This design comes from an exercise in tuning for a short achievable clock period and few clock cycles per item on the open sky130 flow, not from production work. Function was checked by simulation only, so behaviour that the tests miss may differ from the original.

## indigo
## fp_arithmetic_sequence_generator
module fp_arithmetic_sequence_generator (
    input wire clk,
    input wire rst_n,
    input wire activate,
    input wire [31:0] a1,
    input wire [31:0] d,
    input wire [31:0] n,
    input wire [31:0] saddr,
    output reg done,
    output reg [31:0] mem_addr,
    output reg [31:0] mem_wdata,
    output reg mem_write,
    input wire mem_ready
);
Size: ~200 I/O pins, about 27000 sq um of cells after synthesis.
==> module fp_arithmetic_sequence_generator, before the edit <==
module fp_arithmetic_sequence_generator (
    input wire clk,
    input wire rst_n,
    input wire activate,
    input wire [31:0] a1,
    input wire [31:0] d,
    input wire [31:0] n,
    input wire [31:0] saddr,
    output reg done,
    output reg [31:0] mem_addr,
    output reg [31:0] mem_wdata,
    output reg mem_write,
    input wire mem_ready
);
    reg        busy;      
    reg        pend;      
    reg        tv;        
    reg        pv;        
    reg        nrm;       
    reg [31:0] rem;       
    reg        sd;        
    reg [7:0]  ed;
    reg [23:0] md;
    reg [23:0] X, Y;      
    reg [47:0] W;         
    reg [7:0]  R;         
    reg [7:0]  dR;        
    reg        isB;       
    reg        isA;       
    reg        sX, sY;    
    reg        esub;      
    reg [23:0] rN;        
    reg [7:0]  eN;
    reg        sN;
    reg [31:0] H;         
    reg [31:0] T;         
    reg        tsync;     
    reg [31:0] A;         
    reg        wrn;       
    wire       wr = !wrn;
    wire        st = T[31];
    wire [7:0]  et = T[30:23];
    wire [23:0] mt = {1'b1, T[22:0]};
    wire [24:0] sum = {1'b0, X} + {1'b0, Y};
    wire [24:0] dxy = {1'b0, X} - {1'b0, Y};
    wire [23:0] dyx = Y - X;
    wire        bor = dxy[24];                        
    wire [23:0] rb  = bor ? dyx : dxy[23:0];          
    wire s24 = sum[24];
    wire d23 = dxy[23];
    wire d22 = dxy[22];
    wire kw  = esub & (isB | (!d23 & !d22));
    wire sgn = sX;
    wire dR0  = (dR == 8'd0);
    wire dR1  = (dR == 8'd1);
    wire wrap = esub ? (!d23 & (R == 8'h00)) : (s24 & (R == 8'hff));
    wire [7:0]  Rp1 = R + 8'd1;
    wire [7:0]  Rm1 = ~(~R + 8'd1);
    wire [7:0]  dRp = dR + 8'd1;
    wire [7:0]  dRm = ~(~dR + 8'd1);
    wire [47:0] W_p = isA ? {1'b0, W[47:1]} : {1'b0, md, 23'd0};
    wire [47:0] W_0 = isA ? W : {md, 24'd0};
    wire [47:0] W_m = isA ? {W[46:0], 1'b0} : {md, 24'd0};
    wire [22:0] fn  = esub ? (d23 ? dxy[22:0] : {dxy[21:0], 1'b0})
                           : (s24 ? sum[23:1] : sum[22:0]);
    wire [7:0]  en  = esub ? (d23 ? R : Rm1) : (s24 ? Rp1 : R);
    wire        nC  = esub & !d23 & dR0;              
    wire [23:0] Xn  = esub ? (d23 ? {1'b1, dxy[22:0]} : (dR0 ? md : {1'b1, dxy[21:0], 1'b0}))
                           : (s24 ? {1'b1, sum[23:1]} : {1'b1, sum[22:0]});
    wire [23:0] Yn  = esub ? (d23 ? W_0[47:24] : (dR0 ? {2'b01, dxy[21:0]} : W_m[47:24]))
                           : (s24 ? W_p[47:24] : W_0[47:24]);
    wire [47:0] Wn  = esub ? (d23 ? W_0 : W_m) : (s24 ? W_p : W_0);
    wire [7:0]  Rn  = esub ? (d23 ? R : (dR0 ? R : Rm1)) : (s24 ? Rp1 : R);
    wire [7:0]  dRn = esub ? (d23 ? dR : (dR0 ? 8'd0 : dRm)) : (s24 ? dRp : dR);
    wire        nA  = esub ? (d23 ? !dR0 : (!dR0 & !dR1)) : (s24 | !dR0);
    wire        nB  = esub ? (d23 ? dR0 : dR1) : (!s24 & dR0);
    wire [8:0]  pdiff = {1'b0, et} - {1'b0, ed};
    wire [8:0]  pndiff = {1'b0, ed} - {1'b0, et};
    wire        pC = pdiff[8];
    wire        pB = (pdiff == 9'd0);
    wire [7:0]  pnd = pndiff[7:0];                    
    wire [47:0] pW = ({md, 24'd0} >> pdiff[4:0]) & {48{pdiff[7:5] == 3'b000}};
    wire [23:0] pYC = (mt >> pnd[4:0]) & {24{pnd[7:5] == 3'b000}};
    reg [4:0] lz;
    integer i;
    always @* begin
        lz = 5'd0;
        for (i = 0; i < 24; i = i + 1)
            if (rN[i]) lz = 5'd23 - i[4:0];
    end
    wire [23:0] nsh = rN << lz;
    wire        nzero = (rN == 24'd0);
    wire [8:0]  eNlz  = {1'b0, eN} - {4'd0, lz};      
    wire outst    = wr | pend;
    wire pend_n   = outst & !mem_ready;
    wire rem_last = wr ? (rem == 32'd1) : (rem == 32'd0);
    wire tfree    = !tv | wr;
    wire fast     = !nrm & pv & tfree;
    wire fast_ok  = fast & !kw;
    wire tv_n     = nrm | fast_ok | (tv & !wr);
    wire wr_n     = busy ? (tv_n & !pend_n & !rem_last) : (activate & (n != 32'd0));
    always @(posedge clk or negedge rst_n) begin
        if (!rst_n) begin
            busy      <= 1'b0;
            pend      <= 1'b0;
            mem_write <= 1'b0;
            wrn       <= 1'b1;
            done      <= 1'b0;
            tv        <= 1'b0;
            pv        <= 1'b0;
            nrm       <= 1'b0;
            tsync     <= 1'b0;
        end else if (!busy) begin
            pend      <= 1'b0;
            mem_write <= wr_n;
            wrn       <= !wr_n;
            busy      <= activate & (n != 32'd0);
            done      <= activate & (n == 32'd0);
            tv        <= 1'b1;
            pv        <= 1'b0;
            nrm       <= 1'b0;
            tsync     <= 1'b1;
        end else begin
            pend      <= pend_n;
            mem_write <= wr_n;
            wrn       <= !wr_n;
            done      <= !pend_n & rem_last;
            busy      <= !(!pend_n & rem_last);
            tv        <= tv_n;
            nrm       <= fast & kw;
            pv        <= fast ? (!kw & !wrap) : (!nrm & tsync);
            tsync     <= !fast;
        end
    end
    wire        A_en = !busy | wr;
    wire [31:0] A_n  = !busy ? saddr : A + 32'd4;
    wire        T_en = !busy | nrm | fast;
    wire [31:0] T_nrm = nzero ? {sN, 31'd0} : {sN, eNlz[7:0], nsh[22:0]};
    wire [31:0] T_n  = !busy ? a1 : nrm ? T_nrm : {sgn, en, fn};
    always @(posedge clk) begin
        if (A_en) A <= A_n;
        if (T_en) H <= T_n;
        T <= !busy ? a1 : nrm ? T_nrm : H;
    end
    always @(posedge clk or negedge rst_n) begin
        if (!rst_n) begin
            mem_addr  <= 32'd0;
            mem_wdata <= 32'd0;
        end else begin
            if (A_en) mem_addr  <= A_n;
            if (T_en) mem_wdata <= T_n;
        end
    end
    always @(posedge clk) begin
        if (!busy)
            rem <= n;
        else if (wr)
            rem <= rem - 32'd1;
    end
    always @(posedge clk) begin
        sd <= d[31];
        ed <= d[30:23];
        md <= {1'b1, d[22:0]};
    end
    always @(posedge clk) begin
        rN <= isB ? rb : dxy[23:0];
        eN <= R;
        sN <= (isB & bor) ? sY : sX;
        if (fast) begin
            X    <= Xn;
            Y    <= Yn;
            W    <= Wn;
            R    <= Rn;
            dR   <= dRn;
            isB  <= nB;
            isA  <= nA;
            sX   <= nC ? sd : sgn;
            sY   <= nC ? sgn : sd;
            esub <= sgn ^ sd;
        end else begin
            X    <= pC ? md : mt;
            Y    <= pC ? pYC : pW[47:24];
            W    <= pW;
            R    <= pC ? ed : et;
            dR   <= pC ? 8'd0 : pdiff[7:0];
            isB  <= pB;
            isA  <= !pB & !pC;
            sX   <= pC ? sd : st;
            sY   <= pC ? st : sd;
            esub <= st ^ sd;
        end
    end
endmodule
clock: 12.0 ns
lec_check: 0
abc_clock_period_in_ps: 2000
cap_margin: 20
core_margin: 2
core_utilization: 40
setup_slack_margin: 5
slew_margin: 20
standard.sh (not shown) runs the stock make flow with config.mk's settings and CLKGATE_MAP_FILE= SYNTH_SCRIPT=/design/flow/synth_recipe.tcl, a recipe that flattens the netlist after the stock synthesis.
==> flow/flow/run.sh <==
#!/bin/bash
# Standard ORFS layout, with timing repair aimed well below the clock period.
set -euo pipefail
bash standard.sh finish SETUP_SLACK_MARGIN=9 > standard_flow.log 2>&1
Testbench counts of indigo, summed over its fixed seeds: cycles 11,560, items 10,866.
The following lists how tundra was set up differently from indigo:
--- a/flow/design.v
+++ b/flow/design.v
@@ -52,29 +52,28 @@
     wire d22 = dxy[22];
     wire kw  = esub & (isB | (!d23 & !d22));
     wire sgn = sX;
     wire dR0  = (dR == 8'd0);
     wire dR1  = (dR == 8'd1);
-    wire wrap = esub ? (!d23 & (R == 8'h00)) : (s24 & (R == 8'hff));
+    wire wrap = esub ? (!d23 & ((R == 8'h00) | dR0)) : (s24 & (R == 8'hff));
     wire [7:0]  Rp1 = R + 8'd1;
     wire [7:0]  Rm1 = ~(~R + 8'd1);
     wire [7:0]  dRp = dR + 8'd1;
     wire [7:0]  dRm = ~(~dR + 8'd1);
     wire [47:0] W_p = isA ? {1'b0, W[47:1]} : {1'b0, md, 23'd0};
     wire [47:0] W_0 = isA ? W : {md, 24'd0};
     wire [47:0] W_m = isA ? {W[46:0], 1'b0} : {md, 24'd0};
     wire [22:0] fn  = esub ? (d23 ? dxy[22:0] : {dxy[21:0], 1'b0})
                            : (s24 ? sum[23:1] : sum[22:0]);
     wire [7:0]  en  = esub ? (d23 ? R : Rm1) : (s24 ? Rp1 : R);
-    wire        nC  = esub & !d23 & dR0;              
-    wire [23:0] Xn  = esub ? (d23 ? {1'b1, dxy[22:0]} : (dR0 ? md : {1'b1, dxy[21:0], 1'b0}))
+    wire [23:0] Xn  = esub ? (d23 ? {1'b1, dxy[22:0]} : {1'b1, dxy[21:0], 1'b0})
                            : (s24 ? {1'b1, sum[23:1]} : {1'b1, sum[22:0]});
-    wire [23:0] Yn  = esub ? (d23 ? W_0[47:24] : (dR0 ? {2'b01, dxy[21:0]} : W_m[47:24]))
+    wire [23:0] Yn  = esub ? (d23 ? W_0[47:24] : W_m[47:24])
                            : (s24 ? W_p[47:24] : W_0[47:24]);
     wire [47:0] Wn  = esub ? (d23 ? W_0 : W_m) : (s24 ? W_p : W_0);
-    wire [7:0]  Rn  = esub ? (d23 ? R : (dR0 ? R : Rm1)) : (s24 ? Rp1 : R);
-    wire [7:0]  dRn = esub ? (d23 ? dR : (dR0 ? 8'd0 : dRm)) : (s24 ? dRp : dR);
+    wire [7:0]  Rn  = esub ? (d23 ? R : Rm1) : (s24 ? Rp1 : R);
+    wire [7:0]  dRn = esub ? (d23 ? dR : dRm) : (s24 ? dRp : dR);
     wire        nA  = esub ? (d23 ? !dR0 : (!dR0 & !dR1)) : (s24 | !dR0);
     wire        nB  = esub ? (d23 ? dR0 : dR1) : (!s24 & dR0);
     wire [8:0]  pdiff = {1'b0, et} - {1'b0, ed};
     wire [8:0]  pndiff = {1'b0, ed} - {1'b0, et};
     wire        pC = pdiff[8];
@@ -173,12 +172,12 @@
             W    <= Wn;
             R    <= Rn;
             dR   <= dRn;
             isB  <= nB;
             isA  <= nA;
-            sX   <= nC ? sd : sgn;
-            sY   <= nC ? sgn : sd;
+            sX   <= sgn;
+            sY   <= sd;
             esub <= sgn ^ sd;
         end else begin
             X    <= pC ? md : mt;
             Y    <= pC ? pYC : pW[47:24];
             W    <= pW;
==> comparison <==
- tundra: flow completed, timing, DRC and antenna clean
- Delta (tundra minus indigo): initial core utilization about even; maximum frequency fell by about 1%; final period utilization moved up; number of fill cells shrank by 439.
- On global-route usage over all layers, the higher figure sits with tundra, not indigo.
- The synthesized netlist cell count of tundra falls short of that of indigo by about 7%.
- tundra ends up with a number of tap instances that is 2.1% lower than in indigo.
- Fraction of area in clock buffers and inverters across indigo and tundra: no real change.
Testbench counts of tundra, summed over its fixed seeds: cycles 11,588, items 10,866.


run M:
Another version of the RTL of fp_arithmetic_sequence_generator (not shown whole).
Size in the first run: about 3,000 cells after synthesis, about 24,000 um^2 of cells after synthesis.
Settings: LEC_CHECK=0, ABC_CLOCK_PERIOD_IN_PS=2000, CAP_MARGIN=20, CORE_MARGIN=2, CORE_UTILIZATION=40, SETUP_SLACK_MARGIN=5, SLEW_MARGIN=20; clock period 12.0 ns.
Scripts as last shown in full above: flow/flow/run.sh
Every stage of the flow completed for run M, and the final layout passed the timing, DRC and antenna checks.
Testbench counts of run M, summed over its fixed seeds: cycles 11,560, items 10,866.
#### Input delta (run R over run M)
--- a/flow/design.v
+++ b/flow/design.v
@@ -161,13 +161,13 @@
     end
     always @(posedge clk or negedge rst_n) begin
         if (!rst_n) begin
             mem_addr  <= 32'd0;
             mem_wdata <= 32'd0;
         end else begin
-            mem_addr  <= A_en ? A_n : A;
+            if (A_en) mem_addr  <= A_n;
             mem_wdata <= T_en ? T_n : H;    
         end
     end
     always @(posedge clk) begin
         if (!busy)
             rem <= n;
Notes after the runs:
Summary of the comparison: critical path depth is lower in run R, relative to run M.
Data arrival time of the worst path (lower): run R
Cmp run M and run R / basic-gate share of the synthesized area counting and, or, nand and nor cells / lower: run R
Of run M and run R, the lower final critical-path share of the clock period belongs to run R.
A source of the critical timing path of mem_wdata[2]$_DFF_PN0_ is what run R shows, while Y[7]$_DFF_P_ belongs to run M.
From run R to run M, count of H-tree levels built during CTS did not move at all.
The sequential fraction of total cell area in run R was higher than what run M gave.
[compare] base=run M new=run R: global-route wire length before repair has increased; die area went up by 2600 um^2; number of clock buffers in the layout increased 10.
Summary of run R over run M: global routing usage summed across all routing layers went down 0.18 points; largest net degree at the start of global routing went up 18; peak fanout along the critical path went down 3.
Testbench counts of run R, summed over its fixed seeds: cycles 11,560, items 10,866.


The RTL this note starts from:
==> flow/design.v <==
`timescale 1ns/1ps
module fp_arithmetic_sequence_generator (
    input wire clk,
    input wire rst_n,
    input wire activate,
    input wire [31:0] a1,
    input wire [31:0] d,
    input wire [31:0] n,
    input wire [31:0] saddr,
    output reg done,
    output reg [31:0] mem_addr,
    output reg [31:0] mem_wdata,
    output reg mem_write,
    input wire mem_ready
);
    reg        busy;      
    reg        pend;      
    reg        tv;        
    reg        pv;        
    reg        nrm;       
    reg [31:0] rem;       
    reg        sd;        
    reg [7:0]  ed;
    reg [23:0] md;
    reg [23:0] X, Y;      
    reg [47:0] W;         
    reg [7:0]  R;         
    reg [7:0]  dR;        
    reg        isB;       
    reg        isA;       
    reg        sX, sY;    
    reg        esub;      
    reg [23:0] rN;        
    reg [7:0]  eN;
    reg        sN;
    reg [31:0] T;         
    reg [31:0] A;         
    reg        wrn;       
    wire       wr = !wrn;
    wire        st = T[31];
    wire [7:0]  et = T[30:23];
    wire [23:0] mt = {1'b1, T[22:0]};
    wire [24:0] sum = {1'b0, X} + {1'b0, Y};
    wire [24:0] dxy = {1'b0, X} - {1'b0, Y};
    wire [23:0] dyx = Y - X;
    wire        bor = dxy[24];                        
    wire [23:0] rb  = bor ? dyx : dxy[23:0];          
    wire kp = !esub & sum[24];
    wire k0 = !esub ? !sum[24] : (!isB & dxy[23]);
    wire km = esub & (isB ? rb[22] : (!dxy[23] & dxy[22]));
    wire kw = esub & (isB ? !rb[22] : (!dxy[23] & !dxy[22]));
    wire [22:0] f_p  = sum[23:1];
    wire [22:0] f_0  = esub ? dxy[22:0] : sum[22:0];
    wire [22:0] f_m  = isB ? {rb[21:0], 1'b0} : {dxy[21:0], 1'b0};
    wire [22:0] fn   = kp ? f_p : k0 ? f_0 : f_m;
    wire [23:0] mn   = {1'b1, fn};
    wire        sgn  = (esub & isB & bor) ? sY : sX;
    wire dR0  = (dR == 8'd0);
    wire dR1  = (dR == 8'd1);
    wire wrap = (kp & (R == 8'hff)) | (km & (R == 8'h00));
    wire [7:0]  Rp1 = R + 8'd1;
    wire [7:0]  Rm1 = R - 8'd1;
    wire [7:0]  en  = kp ? Rp1 : k0 ? R : Rm1;        
    wire        nC  = km & dR0;                       
    wire        nB  = (k0 & dR0) | (km & dR1);
    wire [7:0]  Rn  = nC ? R : en;
    wire [7:0]  dRp = dR + 8'd1;
    wire [7:0]  dRm = ~(~dR + 8'd1);
    wire [7:0]  dRn = kp ? dRp : k0 ? dR : dR0 ? 8'd0 : dRm;
    wire [47:0] Wn  = !isA ? (kp ? {1'b0, md, 23'd0} : {md, 24'd0}) :
                      kp ? {1'b0, W[47:1]} : k0 ? W : {W[46:0], 1'b0};
    wire [8:0]  pdiff = {1'b0, et} - {1'b0, ed};
    wire [8:0]  pndiff = {1'b0, ed} - {1'b0, et};
    wire        pC = pdiff[8];
    wire        pB = (pdiff == 9'd0);
    wire [7:0]  pnd = pndiff[7:0];                    
    wire [47:0] pW = ({md, 24'd0} >> pdiff[4:0]) & {48{pdiff[7:5] == 3'b000}};
    wire [23:0] pYC = (mt >> pnd[4:0]) & {24{pnd[7:5] == 3'b000}};
    reg [4:0] lz;
    integer i;
    always @* begin
        lz = 5'd0;
        for (i = 0; i < 24; i = i + 1)
            if (rN[i]) lz = 5'd23 - i[4:0];
    end
    wire [23:0] nsh = rN << lz;
    wire        nzero = (rN == 24'd0);
    wire [8:0]  eNlz  = {1'b0, eN} - {4'd0, lz};      
    wire outst    = wr | pend;
    wire pend_n   = outst & !mem_ready;
    wire rem_last = wr ? (rem == 32'd1) : (rem == 32'd0);
    wire tfree    = !tv | wr;
    wire fast     = !nrm & pv & tfree;
    wire fast_ok  = fast & !kw;
    wire tv_n     = nrm | fast_ok | (tv & !wr);
    wire wr_n     = busy ? (tv_n & !pend_n & !rem_last) : (activate & (n != 32'd0));
    always @(posedge clk or negedge rst_n) begin
        if (!rst_n) begin
            busy      <= 1'b0;
            pend      <= 1'b0;
            mem_write <= 1'b0;
            wrn       <= 1'b1;
            done      <= 1'b0;
            tv        <= 1'b0;
            pv        <= 1'b0;
            nrm       <= 1'b0;
        end else if (!busy) begin
            pend      <= 1'b0;
            mem_write <= wr_n;
            wrn       <= !wr_n;
            busy      <= activate & (n != 32'd0);
            done      <= activate & (n == 32'd0);
            tv        <= 1'b1;
            pv        <= 1'b0;
            nrm       <= 1'b0;
        end else begin
            pend      <= pend_n;
            mem_write <= wr_n;
            wrn       <= !wr_n;
            done      <= !pend_n & rem_last;
            busy      <= !(!pend_n & rem_last);
            tv        <= tv_n;
            nrm       <= fast & kw;
            pv        <= fast ? (!kw & !wrap) : !nrm;
        end
    end
    wire        A_en = !busy | wr;
    wire [31:0] A_n  = !busy ? saddr : A + 32'd4;
    wire        T_en = !busy | nrm | fast_ok;
    wire [31:0] T_n  = !busy ? a1 :
                       nrm   ? (nzero ? {sN, 31'd0} : {sN, eNlz[7:0], nsh[22:0]}) :
                               {sgn, en, fn};
    always @(posedge clk) begin
        if (A_en) A <= A_n;
        if (T_en) T <= T_n;
    end
    always @(posedge clk or negedge rst_n) begin
        if (!rst_n) begin
            mem_addr  <= 32'd0;
            mem_wdata <= 32'd0;
        end else begin
            if (A_en) mem_addr  <= A_n;
            if (T_en) mem_wdata <= T_n;
        end
    end
    always @(posedge clk) begin
        if (!busy)
            rem <= n;
        else if (wr)
            rem <= rem - 32'd1;
    end
    always @(posedge clk) begin
        if (!busy) begin
            sd <= d[31];
            ed <= d[30:23];
            md <= {1'b1, d[22:0]};
        end
    end
    always @(posedge clk) begin
        rN <= rb;
        eN <= R;
        sN <= sgn;
        if (fast) begin
            X    <= nC ? md : mn;
            Y    <= nC ? {1'b0, mn[23:1]} : Wn[47:24];
            W    <= Wn;
            R    <= Rn;
            dR   <= dRn;
            isB  <= nB;
            isA  <= !nB & !nC;
            sX   <= nC ? sd : sgn;
            sY   <= nC ? sgn : sd;
            esub <= sgn ^ sd;
        end else begin
            X    <= pC ? md : mt;
            Y    <= pC ? pYC : pW[47:24];
            W    <= pW;
            R    <= pC ? ed : et;
            dR   <= pC ? 8'd0 : pdiff[7:0];
            isB  <= pB;
            isA  <= !pB & !pC;
            sX   <= pC ? sd : st;
            sY   <= pC ? st : sd;
            esub <= st ^ sd;
        end
    end
endmodule
==> flow/config.mk <==
export PLATFORM = sky130hd
export DESIGN_NAME = fp_arithmetic_sequence_generator
export DESIGN_NICKNAME = fp_arithmetic_sequence_generator
export VERILOG_FILES = /design/flow/design.v
export SDC_FILE = /design/flow/constraint.sdc
export NUM_CORES = 4
export LEC_CHECK = 0
export ABC_CLOCK_PERIOD_IN_PS = 2000
export CAP_MARGIN = 20
export CORE_MARGIN = 2
export CORE_UTILIZATION = 40
export SETUP_SLACK_MARGIN = 5
export SLEW_MARGIN = 20
==> flow/constraint.sdc <==
create_clock -name core_clock -period 12.0 [get_ports {clk}]
set_input_delay 2.4000 -clock core_clock [delete_from_list [all_inputs] [get_ports {clk}]]
set_output_delay 2.4000 -clock core_clock [all_outputs]
set_load 0.01 [all_outputs]
Scripts as last shown in full above: flow/flow/run.sh
Testbench counts at the start, summed over its fixed seeds: cycles 11,554, items 10,866.
Rerun with:
--- a/flow/design.v
+++ b/flow/design.v
@@ -32,10 +32,11 @@
     reg        esub;      
     reg [23:0] rN;        
     reg [7:0]  eN;
     reg        sN;
     reg [31:0] T;         
+    reg        tsync;     
     reg [31:0] A;         
     reg        wrn;       
     wire       wr = !wrn;
     wire        st = T[31];
     wire [7:0]  et = T[30:23];
@@ -102,48 +103,48 @@
             wrn       <= 1'b1;
             done      <= 1'b0;
             tv        <= 1'b0;
             pv        <= 1'b0;
             nrm       <= 1'b0;
+            tsync     <= 1'b0;
         end else if (!busy) begin
             pend      <= 1'b0;
             mem_write <= wr_n;
             wrn       <= !wr_n;
             busy      <= activate & (n != 32'd0);
             done      <= activate & (n == 32'd0);
             tv        <= 1'b1;
             pv        <= 1'b0;
             nrm       <= 1'b0;
+            tsync     <= 1'b1;
         end else begin
             pend      <= pend_n;
             mem_write <= wr_n;
             wrn       <= !wr_n;
             done      <= !pend_n & rem_last;
             busy      <= !(!pend_n & rem_last);
             tv        <= tv_n;
             nrm       <= fast & kw;
-            pv        <= fast ? (!kw & !wrap) : !nrm;
+            pv        <= fast ? (!kw & !wrap) : (!nrm & tsync);
+            tsync     <= !fast;
         end
     end
     wire        A_en = !busy | wr;
     wire [31:0] A_n  = !busy ? saddr : A + 32'd4;
-    wire        T_en = !busy | nrm | fast_ok;
-    wire [31:0] T_n  = !busy ? a1 :
-                       nrm   ? (nzero ? {sN, 31'd0} : {sN, eNlz[7:0], nsh[22:0]}) :
-                               {sgn, en, fn};
+    wire        T_en = !busy | nrm | fast;
+    wire [31:0] T_nrm = nzero ? {sN, 31'd0} : {sN, eNlz[7:0], nsh[22:0]};
+    wire [31:0] T_n  = !busy ? a1 : nrm ? T_nrm : {sgn, en, fn};
     always @(posedge clk) begin
         if (A_en) A <= A_n;
-        if (T_en) T <= T_n;
+        if (T_en) mem_wdata <= T_n;
+        T <= !busy ? a1 : nrm ? T_nrm : mem_wdata;
     end
     always @(posedge clk or negedge rst_n) begin
-        if (!rst_n) begin
-            mem_addr  <= 32'd0;
-            mem_wdata <= 32'd0;
-        end else begin
-            if (A_en) mem_addr  <= A_n;
-            if (T_en) mem_wdata <= T_n;
-        end
+        if (!rst_n)
+            mem_addr <= 32'd0;
+        else if (A_en)
+            mem_addr <= A_n;
     end
     always @(posedge clk) begin
         if (!busy)
             rem <= n;
         else if (wr)
Setup slack is better by 0.22 ns. Final area shrinks by 7.2%. Non-clock buffer count shrinks by 97. Cell count shrinks by about 2.7%. Count of clock-buffer cells in the layout is unchanged. Hold slack is worse by 0.031 ns.
Testbench counts after the change, summed over its fixed seeds: cycles 11,554, items 10,866.

==> separate check: timing with driven ports <==
No port has a modelled driver above. Below, the same layouts with a new extraction and two added sets of constraints. Step 1 sets driving cells, clkbuf_16 on the clock port and buf_2 on the other inputs (assumed; they add their load-dependent delay and slew). Step 2 moves the port delays by t, midway between the first and last clock arrival at a register: inputs arrive t later, outputs are due t later. That takes back most of the time a late clock gives input paths. Slacks: no drivers / after step 1 / after step 2; pairs: no drivers / after step 1.
run	shift t [ns]	setup slack, ns	hold slack, ns	worst data-port slew with drivers (ns)
indigo	0.682	8.401 / 8.330 / 8.159	0.440 / 0.440 / 0.440	0.09
tundra	0.681	8.366 / 8.301 / 8.143	0.437 / 0.437 / 0.437	0.07
run M	0.653	8.384 / 8.329 / 8.280	0.449 / 0.449 / 0.449	0.11
run R	0.653	8.414 / 8.351 / 8.251	0.440 / 0.440 / 0.440	0.09
the first run of note 3	0.670	7.952 / 7.952 / 7.952	0.482 / 0.482 / 0.482	0.09
the second run of note 3	0.658	8.167 / 8.167 / 8.167	0.451 / 0.451 / 0.451	0.08
After both steps setup and hold are still met in every run listed. The setup slack of indigo, which loses most, moves by -0.071 ns with the drivers and by -0.242 ns with both steps.
